This is an optimization exercise on Yosys and OpenROAD, whose aim is small area and a short achievable clock period, not a production implementation. Where RTL was checked, it was by simulation tests only, not by an equivalence proof against the original.

Design mapper_lrn, start of the top module:
module mapper_lrn #(
    parameter N_WIDTH = 2,     
    parameter M_WIDTH = 10,     
    parameter E_WIDTH = 6,     
    parameter F_WIDTH = 6,     
    parameter V_WIDTH = 2,     
    parameter ADDR_BUS_WIDTH = 20,     
    parameter DATA_WIDTH     = 16,     
    parameter ROW_MAJOR      = 1      
)(
    input  logic                             core_clk,                
    input  logic                             reset,                   
    input  logic                             start_normalization,     
    input  logic [N_WIDTH- 1 : 0]            dim4,                    
    input  logic [M_WIDTH- 1 : 0]            dim3,                    
    input  logic [E_WIDTH- 1 : 0]            dim2,                    
    input  logic [F_WIDTH- 1 : 0]            dim1,                    
    input  logic [V_WIDTH- 1 : 0]            padding_num,             
    input  logic                             normalized_window,    
    input  logic                             full_flag,               
    input  logic                             div_out_valid,           
    output logic [ADDR_BUS_WIDTH - 1 : 0]    r_addr,                  
    output logic                             r_enable,                
    output logic [ADDR_BUS_WIDTH - 1 : 0]    w_addr,                  
    output logic                             w_enable,                
    output logic                             normalized_layer         
);
For scale: about 2100 cells after synthesis, ~76 flip-flops, ~21000 um2 of cells after synthesis.
clock: 20.0 ns
lec_check: 0
cap_margin: 20
core_margin: 2
core_utilization: 40
cts_buf_list: sky130_fd_sc_hd__clkbuf_8
setup_slack_margin: 4
slew_margin: 20
synth_hierarchical: 1
synth_minimum_keep_size: 0
standard.sh (not shown) runs the stock make flow with config.mk's settings and CLKGATE_MAP_FILE= SYNTH_SCRIPT=/design/flow/synth_recipe.tcl, a recipe that flattens the netlist after the stock synthesis.
==> flow/flow/run.sh <==
#!/bin/bash
set -euo pipefail
bash standard.sh BUFFER_PORTS_ARGS="-buffer_cell sky130_fd_sc_hd__buf_1" finish > standard.log 2>&1
Rerun with:
==> flow/flow/run.sh (replaced) <==
#!/bin/bash
set -euo pipefail
bash standard.sh BUFFER_PORTS_ARGS="-buffer_cell sky130_fd_sc_hd__buf_2" RECOVER_POWER=100 finish > standard.log 2>&1
--- a/flow/config.mk
+++ b/flow/config.mk
@@ -9,5 +9,4 @@
 export CORE_MARGIN = 2
 export CORE_UTILIZATION = 40
-export CTS_BUF_LIST = sky130_fd_sc_hd__clkbuf_8
 export SETUP_SLACK_MARGIN = 4
 export SLEW_MARGIN = 20
Result: The new run finished with max-capacitance violations, max-slew violations left. Final area went down by 0.32%. Wire length went up by 1.5%. Setup slack gets worse by 1100 ps. Fmax fell by 6.3%. Hold slack improved by 4.8 ps. Count of clock-buffer cells in the layout goes up by 1. Global-route usage came out higher by 0.49 points.
Rerun with:
==> flow/flow/run.sh (replaced) <==
#!/bin/bash
set -euo pipefail
bash standard.sh BUFFER_PORTS_ARGS="-buffer_cell sky130_fd_sc_hd__buf_2" finish > standard.log 2>&1
=> Now the flow finished with timing, DRC and antenna clean. Global-route usage is unchanged. Final cell count stays the same. Worst hold slack is about the same. Wire length hardly moves. Critical path depth does not change. Maximum frequency increases by a little under a tenth. Setup slack improved by 1100 ps. Synthesized area stays the same.
Rerun with:
--- a/flow/config.mk
+++ b/flow/config.mk
@@ -8,5 +8,6 @@
 export CAP_MARGIN = 20
 export CORE_MARGIN = 2
-export CORE_UTILIZATION = 40
+export CORE_UTILIZATION = 55
+export PLACE_DENSITY = 0.8
 export SETUP_SLACK_MARGIN = 4
 export SLEW_MARGIN = 20
What happened: Clock-buffer cell count drops by 2. Wire length hardly moves. Maximum frequency is lower slightly. Non-clock buffer count came out lower by 9. Core utilization is higher by 17 points. Final cell count falls by a little under a tenth.

========
v31:
Another version of the RTL of mapper_lrn (not shown whole).
Size in the first run: ~2100 cells after synthesis, ~76 flip-flops, about 21000 sq um of cells after synthesis.
// mapper_lrn
module mapper_lrn #(
    parameter N_WIDTH = 2,     
    parameter M_WIDTH = 10,     
    parameter E_WIDTH = 6,     
    parameter F_WIDTH = 6,     
    parameter V_WIDTH = 2,     
    parameter ADDR_BUS_WIDTH = 20,     
    parameter DATA_WIDTH     = 16,     
    parameter ROW_MAJOR      = 1      
)(
    input  logic                             core_clk,                
    input  logic                             reset,                   
    input  logic                             start_normalization,     
    input  logic [N_WIDTH- 1 : 0]            dim4,                    
    input  logic [M_WIDTH- 1 : 0]            dim3,                    
    input  logic [E_WIDTH- 1 : 0]            dim2,                    
    input  logic [F_WIDTH- 1 : 0]            dim1,                    
    input  logic [V_WIDTH- 1 : 0]            padding_num,             
    input  logic                             normalized_window,    
    input  logic                             full_flag,               
    input  logic                             div_out_valid,           
    output logic [ADDR_BUS_WIDTH - 1 : 0]    r_addr,                  
    output logic                             r_enable,                
    output logic [ADDR_BUS_WIDTH - 1 : 0]    w_addr,                  
    output logic                             w_enable,                
    output logic                             normalized_layer         
);
clock: 20.0 ns
lec_check: 0
cap_margin: 20
core_margin: 2
core_utilization: 40
setup_slack_margin: 4
slew_margin: 20
synth_hierarchical: 1
synth_minimum_keep_size: 0
==> flow/flow/run.sh <==
#!/bin/bash
set -euo pipefail
bash standard.sh BUFFER_PORTS_ARGS="-buffer_cell sky130_fd_sc_hd__buf_2" finish > standard.log 2>&1
v31: no failed stages, no open violations at the end
#### Input delta (v26 over v31)
# v31
export LEC_CHECK = 0
export CAP_MARGIN = 20
export CORE_MARGIN = 2
export CORE_UTILIZATION = 40
export SETUP_SLACK_MARGIN = 4
export SLEW_MARGIN = 20
export SYNTH_HIERARCHICAL = 1
export SYNTH_MINIMUM_KEEP_SIZE = 0
create_clock -name core_clock -period 20.0 [get_ports {core_clk}]
# v26
export LEC_CHECK = 0
export CAP_MARGIN = 20
export CORE_MARGIN = 2
export CORE_UTILIZATION = 40
export SETUP_SLACK_MARGIN = 3
export SLEW_MARGIN = 20
export SYNTH_HIERARCHICAL = 1
export SYNTH_MINIMUM_KEEP_SIZE = 0
create_clock -name core_clock -period 20.0 [get_ports {core_clk}]
Findings:
Summary of the comparison: met1 global-route usage is lower in v26, relative to v31. Re biggest fanout along the worst timing path: v26 is 8 up on v31. Diff v31 and v26: number of global-route vias before repair higher in v31. v26 ended with less share of final layout cell area taken by non-clock buffers than v31.
No functional check of the RTL was part of any run of this note.

[separate check: timing with driven ports]
Ports are ideal in the flow. The routed layouts listed here were re-timed in OpenROAD.
Step 1, drivers: a clkbuf_16 drives core_clk and a buf_2 each remaining input, both assumed.
Step 2 adds t to the input delays and takes it off the output delays; t is the mean of the earliest and latest rising clock arrival at the registers after step 1. Input paths then give back, and output paths get back, about the clock's delay inside the block.
a / b / c = ideal ports / drivers / drivers and shift; a / b = the first two.
run	shift t [ns]	slack for setup (ns)	hold slack, ns
the first run of note 1	0.404	4.007 / 3.944 / 3.944	0.529 / 0.529 / 0.529
the second run of note 1	0.392	2.938 / 2.911 / 2.911	0.534 / 0.534 / 0.534
the third run of note 1	0.392	4.084 / 4.033 / 4.033	0.532 / 0.532 / 0.532
the fourth run of note 1	0.374	3.989 / 3.944 / 3.944	0.542 / 0.542 / 0.542
v31	0.397	4.106 / 4.041 / 4.041	0.529 / 0.529 / 0.529
v26	0.396	3.380 / 3.341 / 3.341	0.530 / 0.530 / 0.530
The setup slack of v31, which loses most, moves by -0.065 ns with the drivers and by -0.065 ns with both steps.
